This design comes from an exercise in tuning for small area, a short achievable clock period and few clock cycles on the open sky130 flow, not from production work. Function was checked by simulation only, so behaviour that the tests miss may differ from the original.

==> run.sh <==
#!/bin/bash
# synth_recipe.tcl (not shown) runs the flow's synth.tcl, then flattens the netlist and writes it again
# the make line also repeats each setting of config.mk as NAME=value (left out here)
make -C /OpenROAD-flow-scripts/flow DESIGN_CONFIG=/design/flow/config.mk WORK_HOME=/design/flow/orfs CLKGATE_MAP_FILE= SYNTH_SCRIPT=/design/flow/synth_recipe.tcl finish
==> config.mk <==
export PLATFORM = sky130hd
export DESIGN_NAME = Match_Ctrl
export DESIGN_NICKNAME = Match_Ctrl
export VERILOG_FILES = /design/flow/design.v
export SDC_FILE = /design/flow/constraint.sdc
export NUM_CORES = 4
export LEC_CHECK = 0
export CAP_MARGIN = 20
export CORE_MARGIN = 2
export CORE_UTILIZATION = 40
export SLEW_MARGIN = 20
==> constraint.sdc <==
create_clock -name core_clock -period 6.6 [get_ports {clk}]
set_input_delay 1.3200 -clock core_clock [delete_from_list [all_inputs] [get_ports {clk}]]
set_output_delay 1.3200 -clock core_clock [all_outputs]
set_load 0.01 [all_outputs]
==> design.v <==
`timescale 1ns / 1ps
module HDC(
    input clk,
    input [127:0] vectorA, vectorB,
    output [7:0] distance
    );
reg [127:0] vector;
always @(posedge clk)
	vector <= vectorA ^ vectorB;
HWC u_hwc(
    .clk(clk),
    .vector(vector),
    .weight(distance)
    );
endmodule
module HWC(
    input clk,
    input [127:0] vector,
    output reg [7:0] weight
    );
reg [6:0] W1, W2;
always @(posedge clk) begin
        W1     <= vector[000]
                + vector[001]
                + vector[002]
                + vector[003]
                + vector[004]
                + vector[005]
                + vector[006]
                + vector[007]
                + vector[008]
                + vector[009]
                + vector[010]
                + vector[011]
                + vector[012]
                + vector[013]
                + vector[014]
                + vector[015]
                + vector[016]
                + vector[017]
                + vector[018]
                + vector[019]
                + vector[020]
                + vector[021]
                + vector[022]
                + vector[023]
                + vector[024]
                + vector[025]
                + vector[026]
                + vector[027]
                + vector[028]
                + vector[029]
                + vector[030]
                + vector[031]
                + vector[032]
                + vector[033]
                + vector[034]
                + vector[035]
                + vector[036]
                + vector[037]
                + vector[038]
                + vector[039]
                + vector[040]
                + vector[041]
                + vector[042]
                + vector[043]
                + vector[044]
                + vector[045]
                + vector[046]
                + vector[047]
                + vector[048]
                + vector[049]
                + vector[050]
                + vector[051]
                + vector[052]
                + vector[053]
                + vector[054]
                + vector[055]
                + vector[056]
                + vector[057]
                + vector[058]
                + vector[059]
                + vector[060]
                + vector[061]
                + vector[062]
                + vector[063];
end
always @(posedge clk) begin
       W2      <= vector[064]
                + vector[065]
                + vector[066]
                + vector[067]
                + vector[068]
                + vector[069]
                + vector[070]
                + vector[071]
                + vector[072]
                + vector[073]
                + vector[074]
                + vector[075]
                + vector[076]
                + vector[077]
                + vector[078]
                + vector[079]
                + vector[080]
                + vector[081]
                + vector[082]
                + vector[083]
                + vector[084]
                + vector[085]
                + vector[086]
                + vector[087]
                + vector[088]
                + vector[089]
                + vector[090]
                + vector[091]
                + vector[092]
                + vector[093]
                + vector[094]
                + vector[095]
                + vector[096]
                + vector[097]
                + vector[098]
                + vector[099]
                + vector[100]
                + vector[101]
                + vector[102]
                + vector[103]
                + vector[104]
                + vector[105]
                + vector[106]
                + vector[107]
                + vector[108]
                + vector[109]
                + vector[110]
                + vector[111]
                + vector[112]
                + vector[113]
                + vector[114]
                + vector[115]
                + vector[116]
                + vector[117]
                + vector[118]
                + vector[119]
                + vector[120]
                + vector[121]
                + vector[122]
                + vector[123]
                + vector[124]
                + vector[125]
                + vector[126]
                + vector[127];
end
always @(posedge clk)
    weight <= W1 + W2;
endmodule
`timescale 1ns / 1ps
module match_core(
    input clk,en,clear,
    input [147:0]coor_des_Main, coor_des_Slave,
    output [9:0]index_Slave,
    output [19:0]coor_Slave,
    output reg [7:0] min_hd,
    output done
    );
wire [127:0] des_Main, des_Slave;
wire [7:0] hd_MS;  
assign des_Main = coor_des_Main[127:0];
assign des_Slave = coor_des_Slave[127:0];
HDC u_HDC(
    .clk(clk),
    .vectorA(des_Main),
    .vectorB(des_Slave),
    .distance(hd_MS)
    );
localparam HDC_latency = 3;
reg [HDC_latency:0] _delay;
integer i;
always @(posedge clk) begin
    for(i=0; i<HDC_latency; i=i+1)
        _delay[i+1] <= _delay[i];
    _delay[0] <= en;
end
wire HDC_valid; 
assign HDC_valid = _delay[HDC_latency-1];
reg  [19:0]__delay[HDC_latency-1:0];
always @(posedge clk) begin
    for(i=0; i<HDC_latency-1; i=i+1)
        __delay[i+1] <= __delay[i];
    __delay[0] <= coor_des_Slave[147:128];
end
wire [19:0]coor_Slave_temp; 
assign coor_Slave_temp = __delay[HDC_latency-1];
wire hd_update;
assign hd_update = HDC_valid? min_hd > hd_MS : 0;
reg [19:0] coor_;
always @(posedge clk) begin
    coor_ <= hd_update ? coor_Slave_temp : coor_;
    if(clear)
        coor_ <= 20'bx;
end
always @(posedge clk) begin
    min_hd <= hd_update ? hd_MS : min_hd;
    if(clear)
        min_hd <= 8'hFF;
end
reg [9:0] index_cnt;
always @(posedge clk) begin
    if(HDC_valid)
        index_cnt <= index_cnt + 1;
    if(clear)
        index_cnt <= 0;
end
reg [9:0] index_;
always @(posedge clk) begin
    if(hd_update)
        index_ <= index_cnt;
end
assign index_Slave = index_;
assign coor_Slave = coor_;
assign done = ~_delay[HDC_latency-1] & _delay[HDC_latency];
endmodule
`timescale 1ns / 1ps
module Match_Ctrl #(
    parameter Match_Threshold = 10,
    parameter PSR = 5  
)
(
    input clk,
    input rst,
    input start,
    output [59:0] dout,
    output dout_valid,
    output match_done,
    input wire [9:0] DesNum_RP,
    input wire [9:0] DesNum_RR,
    input wire [9:0] DesNum_RL,
    output  [9:0] R_R_addr,
    input [147:0] R_R_data,
    output  [9:0] R_P_addr,
    input [147:0] R_P_data,
    output [9:0] R_L_addr,
    input [147:0] R_L_data
    );
localparam  IDEL          = 4'd0, 
            LOAD_RR       = 4'd1,
            LOAD_RR_2     = 4'd2,
            LOAD_RR_3     = 4'd3,
            LOAD_RR_4     = 4'd4,
            MC_WORKING    = 4'd5,
            TRANSFER      = 4'd6,
            TRANSFER_2    = 4'd7,
            TRANSFER_3    = 4'd8,
            TRANSFER_4    = 4'd9,
            DONE          = 4'd10,
            CLEAR         = 4'b1111,
            UNK           = 4'bXXXX;
reg [147:0] coor_des_Main_1,coor_des_Main_2,coor_des_Main_3,coor_des_Main_4;
wire [147:0] coor_des_Slave,coor_des_Slave_LR;
assign coor_des_Slave = R_P_data;
assign coor_des_Slave_LR = R_R_data;
wire [9:0] index_Slave_1,index_Slave_2,index_Slave_3,index_Slave_4;
wire [19:0] coor_Slave_1,coor_Slave_2,coor_Slave_3,coor_Slave_4;
wire [7:0] minHD_Slave_1,minHD_Slave_2,minHD_Slave_3,minHD_Slave_4;
wire [9:0] index_Slave_1_LR,index_Slave_2_LR,index_Slave_3_LR,index_Slave_4_LR;
wire [19:0] coor_Slave_1_LR,coor_Slave_2_LR,coor_Slave_3_LR,coor_Slave_4_LR;
wire [7:0] minHD_Slave_1_LR,minHD_Slave_2_LR,minHD_Slave_3_LR,minHD_Slave_4_LR;
reg [3:0] state;
reg [9:0] RL_addr, RR_addr, RP_addr;
wire [59:0] txFifo_dout;
reg [59:0] txFifo_din;
reg txFifo_wr_en;
wire txFifo_rd_en,txFifo_empty;
wire match_core_done, match_core_done_LR;
reg Slave_valid, Slave_valid_RR;
reg mc_clr; 
reg [10:0] cnt;
reg [4:1] core_enable;
reg [1:0] match_core_done_both;
wire zero;
assign zero = (DesNum_RL==0) || (DesNum_RR==0) || (DesNum_RP==0); 
always @(posedge clk) begin
    if(rst) begin
        state <= IDEL;
        RL_addr <= 0;
        RR_addr <= 0;
        RP_addr <= 0;
        mc_clr <= 1;
        match_core_done_both <= 0;
        Slave_valid <= 0;
        Slave_valid_RR <= 0;
        core_enable <= 0;
    end
    else begin
        case(state) 
            IDEL: begin
                state <= IDEL;
                RL_addr <= 0;
                RR_addr <= 0;
                RP_addr <= 0;
                mc_clr <= 1;
                match_core_done_both <= 0;
                Slave_valid <= 0;
                Slave_valid_RR <= 0;
                core_enable <= 0;
                if(start == 1)
                    state <= zero? DONE : CLEAR;
            end
            LOAD_RR: begin
                coor_des_Main_1 <= R_L_data;
                RL_addr <= RL_addr + 1;
                core_enable <= 4'b1111;
                state <= LOAD_RR_2;
                if(RL_addr==DesNum_RL) begin
                    core_enable <= 4'b0001;
                    state <= MC_WORKING;
                end
            end
            LOAD_RR_2: begin
                coor_des_Main_2 <= R_L_data;
                RL_addr <= RL_addr + 1;
                core_enable <= 4'b1111;
                state <= LOAD_RR_3;
                if(RL_addr==DesNum_RL) begin
                    core_enable <= 4'b0011;
                    state <= MC_WORKING;
                end
            end
            LOAD_RR_3: begin
                coor_des_Main_3 <= R_L_data;
                RL_addr <= RL_addr + 1;
                core_enable <= 4'b1111;
                state <= LOAD_RR_4;
                if(RL_addr==DesNum_RL) begin
                    core_enable <= 4'b0111;
                    state <= MC_WORKING;
                end
            end
            LOAD_RR_4: begin
                coor_des_Main_4 <= R_L_data;
                state <= MC_WORKING;
                core_enable <= 4'b1111;
                if(RL_addr==DesNum_RL) begin
                    core_enable <= 4'b1111;
                end
            end
            MC_WORKING: begin
                mc_clr <= 0;
                Slave_valid <= 1;
                Slave_valid_RR <= 1;
                RR_addr <= RR_addr + 1;
                RP_addr <= RP_addr + 1;
                if(RP_addr >= DesNum_RP) begin  
                    RP_addr <= RP_addr;  
                    Slave_valid <= 0;
                    if(match_core_done) begin  
                        match_core_done_both[0] <= 1'b1;
                    end
                end
                if(RR_addr >= DesNum_RR) begin  
                    RR_addr <= RR_addr;
                    Slave_valid_RR <= 0;
                    if(match_core_done_LR) begin
                        match_core_done_both[1] <= 1'b1;
                    end
                end
                if(match_core_done_both == 2'b11)
                    state <= TRANSFER;
            end
            TRANSFER: begin  
                state <= TRANSFER_2;
            end
            TRANSFER_2: begin  
                state <= TRANSFER_3;
            end
            TRANSFER_3: begin  
                state <= TRANSFER_4;
            end
            TRANSFER_4: begin  
                state <= CLEAR; 
                if(core_enable != 4'b1111)
                    state <= DONE;
            end
            CLEAR: begin
                RR_addr <= 0;
                RP_addr <= 0;
                mc_clr <= 1;
                match_core_done_both <= 0;
                cnt <= 0;
                core_enable <= 0;
                RL_addr <= RL_addr + 1; 
                core_enable <= 4'b1111;
                state <= LOAD_RR; 
                if(RL_addr==DesNum_RL) begin
                    core_enable <= 4'b0000;
                    state <= DONE;
                end
            end
            DONE: begin
                state <= IDEL;
            end
            default: state <= UNK;
        endcase
     end
end
function [9:0] col_distance; 
    input [9:0] col_A, col_B;
    col_distance = col_A>col_B ? col_A-col_B : col_B-col_A;
endfunction
always @* begin
    txFifo_din = coor_Slave_1;
    txFifo_wr_en = 0;
case(state)
    TRANSFER: begin  
        txFifo_din = {coor_Slave_1_LR,coor_Slave_1,coor_des_Main_1[147:128]};
        if(minHD_Slave_1 < Match_Threshold && core_enable[1] && col_distance(coor_Slave_1_LR[9:0],coor_des_Main_1[137:128])<PSR)
            txFifo_wr_en = 1;
    end
    TRANSFER_2: begin  
        txFifo_din =  {coor_Slave_2_LR,coor_Slave_2,coor_des_Main_2[147:128]};
        if(minHD_Slave_2 < Match_Threshold && core_enable[2] && col_distance(coor_Slave_2_LR[9:0],coor_des_Main_2[137:128])<PSR)
            txFifo_wr_en = 1;
    end
    TRANSFER_3: begin  
        txFifo_din =  {coor_Slave_3_LR,coor_Slave_3,coor_des_Main_3[147:128]};
        if(minHD_Slave_3 < Match_Threshold && core_enable[3] && col_distance(coor_Slave_3_LR[9:0],coor_des_Main_3[137:128])<PSR)
            txFifo_wr_en = 1;
    end
    TRANSFER_4: begin  
        txFifo_din =  {coor_Slave_4_LR,coor_Slave_4,coor_des_Main_4[147:128]};
        if(minHD_Slave_4 < Match_Threshold && core_enable[4] && col_distance(coor_Slave_4_LR[9:0],coor_des_Main_4[137:128])<PSR)
            txFifo_wr_en = 1;
    end
endcase
end
match_core u_core_1(
    .clk(clk),
    .en(Slave_valid),
    .clear(mc_clr),
    .coor_des_Main(coor_des_Main_1),
    .coor_des_Slave(coor_des_Slave),
    .index_Slave(index_Slave_1),
    .coor_Slave(coor_Slave_1),
    .min_hd(minHD_Slave_1),
    .done(match_core_done)  
    );
match_core u_core_2(
    .clk(clk),
    .en(Slave_valid),
    .clear(mc_clr),
    .coor_des_Main(coor_des_Main_2),
    .coor_des_Slave(coor_des_Slave),
    .index_Slave(index_Slave_2),
    .min_hd(minHD_Slave_2),
    .coor_Slave(coor_Slave_2)
    );
match_core u_core_3(
    .clk(clk),
    .en(Slave_valid),
    .clear(mc_clr),
    .coor_des_Main(coor_des_Main_3),
    .coor_des_Slave(coor_des_Slave),
    .index_Slave(index_Slave_3),
    .min_hd(minHD_Slave_3),
    .coor_Slave(coor_Slave_3)
    );
match_core u_core_4(
    .clk(clk),
    .en(Slave_valid),
    .clear(mc_clr),
    .coor_des_Main(coor_des_Main_4),
    .coor_des_Slave(coor_des_Slave),
    .index_Slave(index_Slave_4),
    .min_hd(minHD_Slave_4),
    .coor_Slave(coor_Slave_4)
    );
match_core u_core_1_LR(
    .clk(clk),
    .en(Slave_valid_RR),
    .clear(mc_clr),
    .coor_des_Main(coor_des_Main_1),
    .coor_des_Slave(coor_des_Slave_LR),
    .index_Slave(index_Slave_1_LR),
    .coor_Slave(coor_Slave_1_LR),
    .min_hd(minHD_Slave_1_LR),
    .done(match_core_done_LR)
    );
match_core u_core_2_LR(
    .clk(clk),
    .en(Slave_valid_RR),
    .clear(mc_clr),
    .coor_des_Main(coor_des_Main_2),
    .coor_des_Slave(coor_des_Slave_LR),
    .index_Slave(index_Slave_2_LR),
    .min_hd(minHD_Slave_2_LR),
    .coor_Slave(coor_Slave_2_LR)
    );
match_core u_core_3_LR(
    .clk(clk),
    .en(Slave_valid_RR),
    .clear(mc_clr),
    .coor_des_Main(coor_des_Main_3),
    .coor_des_Slave(coor_des_Slave_LR),
    .index_Slave(index_Slave_3_LR),
    .min_hd(minHD_Slave_3_LR),
    .coor_Slave(coor_Slave_3_LR)
    );
match_core u_core_4_LR(
    .clk(clk),
    .en(Slave_valid_RR),
    .clear(mc_clr),
    .coor_des_Main(coor_des_Main_4),
    .coor_des_Slave(coor_des_Slave_LR),
    .index_Slave(index_Slave_4_LR),
    .min_hd(minHD_Slave_4_LR),
    .coor_Slave(coor_Slave_4_LR)
    );
assign R_L_addr = RL_addr;
assign R_R_addr = RR_addr;
assign R_P_addr = RP_addr;
assign dout = txFifo_din;
assign dout_valid = txFifo_wr_en;
assign match_done = state == DONE;
endmodule
==> run_results.csv <==
group,metric,value,unit
sta,fmax,0.154,GHz
placement,post-place-cells,11600,
global_routing,grt_busiest_layer,"met2",
sta,timing.clock.skew,0.0930,ns
cts,path_clk_slew,0.06,ns
drt,via_per_inst,4.56,
drt,drtIter0Drc,3421,
sta,hold_ws,0.283,ns
die,die_x,503,um
run,cap_viol_max_count,0,
sta,period_share,98.5,%
sta,period_minus_slack,6.50,ns
die,core_area,248000,um^2
drt,first_pass_iters,5,
die,dieArea,253000,um^2
layout,layout-drive-gt1-share,5.59,%
drt,wl_per_cell,21.6,um
yosys,ys_seq_elements,2187,
setup_path,cp.required,7.32,ns
layout,nets,10300,
yosys,synth_area,99700,um^2
yosys,yosysWarningCount,5,
yosys,synth_edf_count,752,
setup_path,critical_path_class,"flip-flop to flip-flop",
layout,final_cells,12100,
die,fp-row-count,183,
placement,portBuffers,568,
cts,htree_levels,4,
sta,finalMaxSlewViolations,0,
global_routing,grt_max_degree,85,
global_routing,met1_usage,29.0,%
cts,ctsHoldBuffers,0,
sta,slew_headroom,33.1,%
global_routing,grt_pass1_wl,381,mm
drt,via_count,55100,
min_path,hold_path_class,"flip-flop to flip-flop",
cts,clockRootBuffer,"clkbuf_16",
setup_path,cp_common_cell,"fa_1",
cts,cts_tree,"built",
placement,place_area,110000,um^2
die,ios,569,
yosys,avgSynthCellArea,12.8,um^2
layout,fin_util,47.5,%
setup_path,end_kind,"flip-flop",
cts,numCtsBuffers,228,
setup_path,worst_setup_path_start_kind,"flip-flop",
drt,totalWireLength,261,mm
yosys,yosysUniqueCellTypes,81,
drt,drc,0,
setup_path,cp_max_fo,2,
drt,drtAntennaViolNets,0,
yosys,syn_inst,7771,
setup_path,arrival,7.22,ns
cts,cts_setup_buffers,0,
yosys,synth_seq_area_share,51.5,%
global_routing,gr-total-overflow,0,
cts,cts_buffer_depth,3,
sta,tightest_slew,1.00,ns
sta,rsz0062_at_grt,"true",
setup_path,slowest_delay,0.65,ns
global_routing,use_met2,33.2,%
setup_path,crit_chain,"inv_1 > fa_1 > fa_1 > fa_2 > fa_1 > fa_2 > fa_2 > fa_1 > fa_1 > fa_1 > inv_1 > ha_2 > fa_2 > a21oi_1 > nor2_1 > nor2_2 > nor2b_1 > o21ai_1 > nand2b_1",
sta,finalHoldViolCount,0,
cts,cts_sinks,2187,
cts,worst_skew_pair.late_latency,0.88,ns
layout,area_growth_syn_to_layout,18.2,%
global_routing,antenna_found_initial,59,
global_routing,track_usage,20.7,%
global_routing,grt_use_met3,3.86,%
outcome,status,"complete, no violations",
setup_path,cp_slowest_cell,"fa_2",
layout,n_fill_cell,22200,
placement,dp_hpwl,204,mm
sta,finalSetupViolCount,0,
yosys,async_flop_share,0,%
die,die_y,503,um
yosys,synthesis.nets,9603,
yosys,ys.flop_type,"dfxtp_1",
global_routing,first_global_vias,58700,
placement,gp_congestion,0.890,
layout,design_area,118000,um^2
die,start_util,40.2,%
through the flow:
step / setup slack, ns / TNS, ns
3_3_place_gp: -0.0478 / -0.0478
6_report: 0.100 / 0
2_1_floorplan: -1.39 / -415.34
3_5_place_dp: -0.000320 / -0.000320
4_1_cts: 0.00800 / 0
5_1_grt: -0.0521 / -0.0665
cell usage after synthesis (15+ instances only):
master | n | share of area [%]
a21o_1 | 79 | 0.60
a21oi_1 | 179 | 0.90
a221o_1 | 41 | 0.41
a22o_1 | 41 | 0.36
a22oi_1 | 41 | 0.31
a31oi_1 | 31 | 0.19
clkbuf_1 | 65 | 0.24
dfxtp_1 | 1435 | 29
edfxtp_1 | 752 | 23
fa_1 | 880 | 18
ha_1 | 475 | 6.0
inv_1 | 1797 | 6.8
mux2i_1 | 56 | 0.56
nand2_1 | 108 | 0.41
nand2b_1 | 42 | 0.26
nand3_1 | 36 | 0.18
nand4_1 | 31 | 0.19
nor2_1 | 116 | 0.44
nor2b_1 | 42 | 0.26
nor4_1 | 15 | 0.094
o211ai_1 | 20 | 0.15
o21ai_0 | 83 | 0.42
o21bai_1 | 44 | 0.33
xnor2_1 | 88 | 0.77
xor2_1 | 1084 | 9.5
layout make-up:
class / count / area (um^2) / area share [%]
multi-input combinational: 3706 / 41500 / 35.2
inverter: 1797 / 6750 / 5.73
tap: 3330 / 4170 / 3.54
antenna: 14 / 35.0 / 0.0297
clock inverter: 101 / 1270 / 1.08
clock buffer: 334 / 6800 / 5.77
sequential: 2187 / 51300 / 43.6
timing repair buffer: 594 / 5990 / 5.09
kinds of logic (layout without fill, tap and decap cells):
group / after synthesis / after routing / share of synthesized area [%]
mux: 62 / 62 / 0.641
fa+ha+maj: 1356 / 1356 / 23.6
compound gates: 649 / 649 / 4.44
xor+xnor: 1172 / 1172 / 10.3
flops: 2187 / 2187 / 51.5
other cells: 0 / 14 / 0
buf+inv: 1878 / 2826 / 7.10
simple gates: 467 / 467 / 2.40
layer usage:
| metal | wire length [um] | part of all wire [%] |
|---|---|---|
| met5 | 327 | 0.13 |
| met2 | 120000 | 46 |
| met1 | 119000 | 45 |
| met4 | 5470 | 2.1 |
| met3 | 16500 | 6.3 |
sequential cells by signal, summed over array words and instances (netlist names), 128 cells and up:
name,count
u_core_2_LR.u_HDC.vector,128
coor_des_Main_1,148
u_core_3_LR.u_HDC.vector,128
coor_des_Main_4,148
u_core_2.u_HDC.vector,128
u_core_4_LR.u_HDC.vector,128
u_core_4.u_HDC.vector,128
u_core_3.u_HDC.vector,128
coor_des_Main_2,148
coor_des_Main_3,148
u_core_1_LR.u_HDC.vector,128
u_core_1.u_HDC.vector,128
worst max-delay path: cells and delay by family (launching register included):
family          cells  cell delay (ns)
fa+ha+maj          11             5.36
simple gates        4             0.33
flops               1             0.30
compound gates      2             0.25
buf+inv             2             0.09
cell usage in the layout, fill, tap and decap left out, types with 11 or more instances in the layout:
cell type / n
a221o_1: 41
mux2i_1: 56
xnor2_1: 88
fa_2: 28
nor2_1: 108
or2_2: 13
fa_1: 852
edfxtp_1: 752
inv_1: 1795
and3_1: 11
ha_1: 473
xor2_1: 1084
a21oi_1: 171
nand2_1: 108
nand3_1: 36
clkbuf_16: 239
a21o_1: 79
dfxtp_1: 1435
clkdlybuf4s50_1: 568
clkbuf_1: 49
a22oi_1: 41
o21bai_1: 44
buf_4: 17
clkinv_2: 40
o21a_1: 11
nand4_1: 31
clkbuf_8: 46
diode_2: 14
nor4_1: 13
nand2b_1: 42
nor2b_1: 42
a31oi_1: 31
a22o_1: 41
o211ai_1: 20
bufinv_16: 18
o21ai_0: 82
what timing repair did:
| item | in CTS | in global routing |
|---|---|---|
| cloned | 0 | 0 |
| gates resized for setup | 1 | 45 |
| pin swaps | 1 | 29 |
| endpoints found under the hold margin | 0 | 0 |
| endpoints found under the setup margin | 1 | 20 |
path summary, 6_finish.rpt:
path,cells past startpoint,slack [ns],startpoint,end
worst max register to register,19,0.10,u_core_1.u_HDC.vector[2]$_DFF_P_,u_core_1.u_HDC.u_hwc.W1[6]$_DFF_P_
worst min register to register,0,0.28,u_core_3_LR.__delay[0][4]$_DFF_P_,u_core_3_LR.__delay[1][4]$_DFF_P_
worst min-delay path,0,0.28,u_core_3_LR.__delay[0][4]$_DFF_P_,u_core_3_LR.__delay[1][4]$_DFF_P_
worst max-delay path,19,0.10,u_core_1.u_HDC.vector[2]$_DFF_P_,u_core_1.u_HDC.u_hwc.W1[6]$_DFF_P_
Testbench counts, summed over its fixed seeds: cycles 154,402.

-- separate check: timing with driven ports --
In the flow no input, the clock included, has a driving cell. The finished layout below was timed again as built, in two steps.
Step 1: set_driving_cell puts a clkbuf_16 on clk and a buf_2 on each other input, an assumption about the parent block.
Step 2, shift: input delay + t, output delay - t, t = (earliest + latest rising clock arrival at the registers) / 2. This alone moves slack from input paths to output paths.
Slacks: no drivers / after step 1 / after step 2; pairs: no drivers / after step 1.
t, ns: 0.928
slack for setup (ns): 0.100 / 0.100 / 0.100
hold WS [ns]: 0.283 / 0.283 / 0.283
worst setup path after step 2: register to register
worst slew at a driven data input, ns: 0.19
After both steps this run still meets setup and hold. For this run, drivers alone change the setup slack by 0.000 ns; drivers and shift together by 0.000 ns.
